This is an optimization exercise on Yosys and OpenROAD, whose aim is small area, not a production implementation. Where RTL was checked, it was by simulation tests only, not by an equivalence proof against the original.

==> maple <==
==> flow/design.v <==
`timescale 1ns/1ns
module frame_top (
    input         clk,
    input         rst_n,
    input  [15:0] data_in,
    output        crc_err,
    output        fifo_full,
    output        fifo_empty,
    output        crc_valid_o,
    output        data_out_ch1,
    output        data_out_ch2,
    output        data_out_ch3,
    output        data_out_ch4,
    output        data_out_ch5,
    output        data_out_ch6,
    output        data_out_ch7,
    output        data_out_ch8,
    output        data_vld_ch1,
    output        data_vld_ch2,
    output        data_vld_ch3,
    output        data_vld_ch4,
    output        data_vld_ch5,
    output        data_vld_ch6,
    output        data_vld_ch7,
    output        data_vld_ch8
);
    localparam [15:0] CRC_OK = 16'h7b9a;
    function [15:0] crc_step;
        input [15:0] d;
        input [15:0] q;
        reg   [15:0] x;
        begin
            x = d ^ q;
            crc_step[0]  = x[0] ^ x[4] ^ x[8] ^ x[11] ^ x[12];
            crc_step[1]  = x[1] ^ x[5] ^ x[9] ^ x[12] ^ x[13];
            crc_step[2]  = x[2] ^ x[6] ^ x[10] ^ x[13] ^ x[14];
            crc_step[3]  = x[3] ^ x[7] ^ x[11] ^ x[14] ^ x[15];
            crc_step[4]  = x[4] ^ x[8] ^ x[12] ^ x[15];
            crc_step[5]  = x[0] ^ x[4] ^ x[5] ^ x[8] ^ x[9] ^ x[11] ^ x[12] ^ x[13];
            crc_step[6]  = x[1] ^ x[5] ^ x[6] ^ x[9] ^ x[10] ^ x[12] ^ x[13] ^ x[14];
            crc_step[7]  = x[2] ^ x[6] ^ x[7] ^ x[10] ^ x[11] ^ x[13] ^ x[14] ^ x[15];
            crc_step[8]  = x[3] ^ x[7] ^ x[8] ^ x[11] ^ x[12] ^ x[14] ^ x[15];
            crc_step[9]  = x[4] ^ x[8] ^ x[9] ^ x[12] ^ x[13] ^ x[15];
            crc_step[10] = x[5] ^ x[9] ^ x[10] ^ x[13] ^ x[14];
            crc_step[11] = x[6] ^ x[10] ^ x[11] ^ x[14] ^ x[15];
            crc_step[12] = x[0] ^ x[4] ^ x[7] ^ x[8] ^ x[15];
            crc_step[13] = x[1] ^ x[5] ^ x[8] ^ x[9];
            crc_step[14] = x[2] ^ x[6] ^ x[9] ^ x[10];
            crc_step[15] = x[3] ^ x[7] ^ x[10] ^ x[11];
        end
    endfunction
    reg        e1, e2;           
    reg        t1, t2;           
    reg  [3:0] st;               
    reg [15:0] crc;              
    reg  [7:0] ch_sel;
    reg  [7:0] ch_pend;          
    reg        crc_err_r;
    reg        p0, p1, p2, p3;   
    reg  [3:0] fs;               
    reg  [3:0] wp;               
    reg [15:0] mem [0:7];
    reg  [7:0] vld;              
    reg [15:0] ow;               
    reg        pb;               
    reg  [3:0] bc;               
    reg  [2:0] wr;               
    reg  [3:0] rp;               
    wire hdr     = e1 & e2;
    wire trl     = t1 & t2;
    wire in_data = st[3] | st[2];
    wire active  = |vld;
    wire at_trl  = in_data & trl;
    wire good    = (st != 4'd4) & (crc == CRC_OK);
    wire last_w  = (wr == 3'd0);
    wire will_ld = (|ch_sel) & (~active | (last_w & bc[3] & bc[2]));
    wire [3:0] wdist = wp - rp;
    wire wr_ok   = (st != 4'd0) & ~wdist[3];
    wire load    = p3 & ~active & (|ch_pend);
    wire wend    = active & (bc == 4'd15);
    always @(posedge clk or negedge rst_n) begin
        if (!rst_n) begin
            e1 <= 1'b0; e2 <= 1'b0; t1 <= 1'b0; t2 <= 1'b0;
            st <= 4'd0;
            crc_err_r <= 1'b0;
            p0 <= 1'b0; p1 <= 1'b0; p2 <= 1'b0; p3 <= 1'b0;
            fs <= 4'd0; wp <= 4'd0; rp <= 4'd0;
            vld <= 8'd0;
        end else begin
            e1 <= (data_in == 16'he0e0);
            e2 <= e1;
            t1 <= (data_in == 16'h0e0e);
            t2 <= t1;
            case (st)
                4'd0:    if (hdr) st <= 4'd1;
                4'd1:    st <= 4'd2;
                4'd2:    st <= 4'd3;
                4'd3:    st <= 4'd4;
                4'd12:   st <= 4'd0;
                default: st <= trl ? 4'd0 : st + 4'd1;
            endcase
            crc_err_r <= at_trl & ~good;
            p0 <= at_trl & good;
            p1 <= p0;
            p2 <= p1;
            p3 <= p2;
            if (at_trl & good & will_ld)
                fs <= fs + (st - 4'd4);
            if (st == 4'd0)
                wp <= fs;
            else if (wr_ok)
                wp <= wp + 4'd1;
            if (load) begin
                vld <= ch_pend;
                rp  <= rp + 4'd1;
            end else if (wend) begin
                if (last_w)
                    vld <= 8'd0;
                else
                    rp <= rp + 4'd1;
            end
        end
    end
    always @(posedge clk) begin
        crc <= crc_step(data_in, (st[3:1] == 3'd0) ? 16'd0 : crc);
        if (st == 4'd0 && hdr)
            ch_sel <= data_in[7:0];
        if (at_trl & good)
            ch_pend <= ch_sel;
        if (wr_ok)
            mem[wp[2:0]] <= data_in;
        pb <= active & ow[15];
        if (load || (wend && !last_w))
            ow <= mem[rp[2:0]];
        else
            ow <= {ow[14:0], 1'b0};
        if (load) begin
            bc <= 4'd0;
            wr <= fs[2:0] - rp[2:0] - 3'd1;
        end else begin
            bc <= bc + 4'd1;
            if (wend && !last_w)
                wr <= wr - 3'd1;
        end
    end
    wire bit_o = ow[15] ^ pb;
    assign crc_err     = crc_err_r;
    assign fifo_full   = 1'b0;
    assign fifo_empty  = ~p3;
    assign crc_valid_o = active;
    assign data_vld_ch1 = vld[0];
    assign data_vld_ch2 = vld[1];
    assign data_vld_ch3 = vld[2];
    assign data_vld_ch4 = vld[3];
    assign data_vld_ch5 = vld[4];
    assign data_vld_ch6 = vld[5];
    assign data_vld_ch7 = vld[6];
    assign data_vld_ch8 = vld[7];
    assign data_out_ch1 = vld[0] & bit_o;
    assign data_out_ch2 = vld[1] & bit_o;
    assign data_out_ch3 = vld[2] & bit_o;
    assign data_out_ch4 = vld[3] & bit_o;
    assign data_out_ch5 = vld[4] & bit_o;
    assign data_out_ch6 = vld[5] & bit_o;
    assign data_out_ch7 = vld[6] & bit_o;
    assign data_out_ch8 = vld[7] & bit_o;
endmodule
==> flow/run.sh <==
#!/bin/bash
# synth_recipe.tcl (not shown) runs the flow's synth.tcl, then flattens the netlist and writes it again
# the make line also repeats each setting of config.mk as NAME=value (left out here)
make -C /OpenROAD-flow-scripts/flow DESIGN_CONFIG=/design/flow/config.mk WORK_HOME=/design/flow/orfs CLKGATE_MAP_FILE= SYNTH_SCRIPT=/design/flow/synth_recipe.tcl finish
==> flow/config.mk <==
export PLATFORM = sky130hd
export DESIGN_NAME = frame_top
export DESIGN_NICKNAME = frame_top
export VERILOG_FILES = /design/flow/design.v
export SDC_FILE = /design/flow/constraint.sdc
export NUM_CORES = 4
export LEC_CHECK = 0
export CAP_MARGIN = 20
export CORE_MARGIN = 2
export CORE_UTILIZATION = 40
export PLACE_DENSITY = 0.6
export SLEW_MARGIN = 20
==> flow/constraint.sdc <==
create_clock -name core_clock -period 5.0 [get_ports {clk}]
set_input_delay 1.0000 -clock core_clock [delete_from_list [all_inputs] [get_ports {clk}]]
set_output_delay 1.0000 -clock core_clock [all_outputs]
set_load 0.01 [all_outputs]
==> zinc: changes against maple <==
--- a/flow/design.v
+++ b/flow/design.v
@@ -27,26 +27,2 @@
     localparam [15:0] CRC_OK = 16'h7b9a;
-    function [15:0] crc_step;
-        input [15:0] d;
-        input [15:0] q;
-        reg   [15:0] x;
-        begin
-            x = d ^ q;
-            crc_step[0]  = x[0] ^ x[4] ^ x[8] ^ x[11] ^ x[12];
-            crc_step[1]  = x[1] ^ x[5] ^ x[9] ^ x[12] ^ x[13];
-            crc_step[2]  = x[2] ^ x[6] ^ x[10] ^ x[13] ^ x[14];
-            crc_step[3]  = x[3] ^ x[7] ^ x[11] ^ x[14] ^ x[15];
-            crc_step[4]  = x[4] ^ x[8] ^ x[12] ^ x[15];
-            crc_step[5]  = x[0] ^ x[4] ^ x[5] ^ x[8] ^ x[9] ^ x[11] ^ x[12] ^ x[13];
-            crc_step[6]  = x[1] ^ x[5] ^ x[6] ^ x[9] ^ x[10] ^ x[12] ^ x[13] ^ x[14];
-            crc_step[7]  = x[2] ^ x[6] ^ x[7] ^ x[10] ^ x[11] ^ x[13] ^ x[14] ^ x[15];
-            crc_step[8]  = x[3] ^ x[7] ^ x[8] ^ x[11] ^ x[12] ^ x[14] ^ x[15];
-            crc_step[9]  = x[4] ^ x[8] ^ x[9] ^ x[12] ^ x[13] ^ x[15];
-            crc_step[10] = x[5] ^ x[9] ^ x[10] ^ x[13] ^ x[14];
-            crc_step[11] = x[6] ^ x[10] ^ x[11] ^ x[14] ^ x[15];
-            crc_step[12] = x[0] ^ x[4] ^ x[7] ^ x[8] ^ x[15];
-            crc_step[13] = x[1] ^ x[5] ^ x[8] ^ x[9];
-            crc_step[14] = x[2] ^ x[6] ^ x[9] ^ x[10];
-            crc_step[15] = x[3] ^ x[7] ^ x[10] ^ x[11];
-        end
-    endfunction
     reg        e1, e2;           
@@ -57,2 +33,3 @@
     reg  [7:0] ch_pend;          
+    reg        cflag;            
     reg        crc_err_r;
@@ -63,7 +40,41 @@
     reg  [7:0] vld;              
-    reg [15:0] ow;               
+    reg  [7:0] ow;               
     reg        pb;               
     reg  [3:0] bc;               
-    reg  [2:0] wr;               
     reg  [3:0] rp;               
+    wire [15:0] x = data_in ^ ((st[3:1] == 3'd0) ? 16'd0 : crc);
+    wire [15:0] crc_nx;
+    wire s0 = x[8] ^ x[12];
+    wire s1 = x[10] ^ x[14];
+    wire s2 = x[5] ^ x[9];
+    wire s3 = x[7] ^ x[11];
+    wire s4 = x[13] ^ s2;
+    wire s5 = x[6] ^ s1;
+    wire s6 = x[4] ^ s0;
+    wire s7 = x[15] ^ s3;
+    wire s8 = x[2] ^ s5;
+    wire s9 = x[14] ^ s7;
+    wire s10 = x[1] ^ s4;
+    wire s11 = x[12] ^ s10;
+    wire s12 = x[0] ^ s6;
+    wire s13 = x[13] ^ s8;
+    wire s14 = x[3] ^ s9;
+    wire s15 = x[11] ^ s12;
+    wire s16 = x[15] ^ s6;
+    assign crc_nx[0] = s15;
+    assign crc_nx[1] = s11;
+    assign crc_nx[2] = s13;
+    assign crc_nx[3] = s14;
+    assign crc_nx[4] = s16;
+    assign crc_nx[5] = s4 ^ s15;
+    assign crc_nx[6] = s5 ^ s11;
+    assign crc_nx[7] = s7 ^ s13;
+    assign crc_nx[8] = s0 ^ s14;
+    assign crc_nx[9] = x[9] ^ x[13] ^ s16;
+    assign crc_nx[10] = s1 ^ s4;
+    assign crc_nx[11] = x[11] ^ x[15] ^ s5;
+    assign crc_nx[12] = x[0] ^ x[4] ^ x[7] ^ x[8] ^ x[15];
+    assign crc_nx[13] = x[1] ^ x[8] ^ s2;
+    assign crc_nx[14] = x[2] ^ x[6] ^ x[9] ^ x[10];
+    assign crc_nx[15] = x[3] ^ x[10] ^ s3;
     wire hdr     = e1 & e2;
@@ -74,8 +85,11 @@
     wire good    = (st != 4'd4) & (crc == CRC_OK);
-    wire last_w  = (wr == 3'd0);
-    wire will_ld = (|ch_sel) & (~active | (last_w & bc[3] & bc[2]));
-    wire [3:0] wdist = wp - rp;
-    wire wr_ok   = (st != 4'd0) & ~wdist[3];
-    wire load    = p3 & ~active & (|ch_pend);
-    wire wend    = active & (bc == 4'd15);
+    wire rp_fs   = (rp == fs);
+    wire will_ld = (|ch_sel) & (~active | (rp_fs & bc[3] & bc[2]));
+    wire full    = (wp[2:0] == rp[2:0]) & (wp[3] ^ rp[3]);
+    wire wr_ok   = (st != 4'd0) & ~full;
+    wire load    = cflag & p3;
+    wire bend    = active & (bc[2:0] == 3'd7);
+    wire wend    = bend & bc[3];
+    wire last_w  = rp_fs | cflag;
+    wire [15:0] rword = mem[rp[2:0]];
     always @(posedge clk or negedge rst_n) begin
@@ -86,2 +100,3 @@
             p0 <= 1'b0; p1 <= 1'b0; p2 <= 1'b0; p3 <= 1'b0;
+            cflag <= 1'b0;
             fs <= 4'd0; wp <= 4'd0; rp <= 4'd0;
@@ -106,4 +121,8 @@
             p3 <= p2;
-            if (at_trl & good & will_ld)
-                fs <= fs + (st - 4'd4);
+            if (at_trl & good & will_ld) begin
+                fs    <= fs + (st - 4'd4);
+                cflag <= 1'b1;
+            end else if (load) begin
+                cflag <= 1'b0;
+            end
             if (st == 4'd0)
@@ -112,11 +131,8 @@
                 wp <= wp + 4'd1;
-            if (load) begin
+            if (load)
                 vld <= ch_pend;
-                rp  <= rp + 4'd1;
-            end else if (wend) begin
-                if (last_w)
-                    vld <= 8'd0;
-                else
-                    rp <= rp + 4'd1;
-            end
+            else if (wend && last_w)
+                vld <= 8'd0;
+            if (bend && !bc[3])
+                rp <= rp + 4'd1;
         end
@@ -124,3 +140,3 @@
     always @(posedge clk) begin
-        crc <= crc_step(data_in, (st[3:1] == 3'd0) ? 16'd0 : crc);
+        crc <= crc_nx;
         if (st == 4'd0 && hdr)
@@ -131,17 +147,15 @@
             mem[wp[2:0]] <= data_in;
-        pb <= active & ow[15];
+        pb <= active & ow[7];
         if (load || (wend && !last_w))
-            ow <= mem[rp[2:0]];
+            ow <= rword[15:8];
+        else if (bend)
+            ow <= rword[7:0];
         else
-            ow <= {ow[14:0], 1'b0};
-        if (load) begin
+            ow <= {ow[6:0], 1'b0};
+        if (load)
             bc <= 4'd0;
-            wr <= fs[2:0] - rp[2:0] - 3'd1;
-        end else begin
+        else
             bc <= bc + 4'd1;
-            if (wend && !last_w)
-                wr <= wr - 3'd1;
-        end
     end
-    wire bit_o = ow[15] ^ pb;
+    wire bit_o = ow[7] ^ pb;
     assign crc_err     = crc_err_r;
--- a/flow/config.mk
+++ b/flow/config.mk
@@ -10,2 +10,3 @@
 export CORE_UTILIZATION = 40
+export CTS_BUF_LIST = sky130_fd_sc_hd__clkbuf_4
 export PLACE_DENSITY = 0.6
==> flow_summary.ini <==
[outcome]
status = finished clean

[power]
p_per_area_nw_per_um2 = 361

[cells_and_area]
nClkBuffers = 89

[logic_synthesis]
synthTopCellsByArea = edfxtp_1, dfrtp_1, mux4_2, xnor2_1, dfxtp_1

[placed_design]
place_area_um2 = 9600
Source of the figures above: zinc

==> flow_summary.ini <==
[outcome]
status = finished clean

[drt]
wl_mm = 18.1
met3_length_um = 741

[critical_path]
crit_end = crc_valid_o
r2r_end = mem[6][15]

[logic_synthesis]
synthTopCellsByArea = edfxtp_1, dfrtp_1, dfxtp_1, mux4_2, xnor2_1

[placed_design]
place_area_um2 = 9830

[cells_and_area]
drive_gt1_share_pct = 14.9
multi_input_gates = 326
nClkBuffers = 30
Source of the figures above: maple

Only the layout flow was run in zinc; the RTL was not checked for function there.

==> what the ideal ports hide <==
No port has a modelled driver above. Below, the same layouts with a new extraction and two added sets of constraints. Step 1 sets driving cells, clkbuf_16 on the clock port and buf_2 on the other inputs (assumed; they add their load-dependent delay and slew). Step 2 moves the port delays by t, midway between the first and last clock arrival at a register: inputs arrive t later, outputs are due t later. That takes back most of the time a late clock gives input paths. Slacks: ideal ports / drivers / drivers and shift; pairs: ideal ports / drivers.
| run | shift t [ns] | setup WS [ns] | hold slack, ns | worst register clock-pin slew, ns | cell pins on the clock port's net |
|---|---|---|---|---|---|
| maple | 0.550 | 1.941 / 1.892 / 1.786 | 0.347 / 0.347 / 0.347 | 0.06 / 0.06 | 1 |
| zinc | 0.684 | 1.710 / 1.672 / 2.012 | 0.346 / 0.346 / 0.346 | 0.07 / 0.07 | 1 |
After both steps setup and hold are still met in every run listed. The setup slack of maple, which loses most, moves by -0.049 ns with the drivers and by -0.155 ns with both steps.
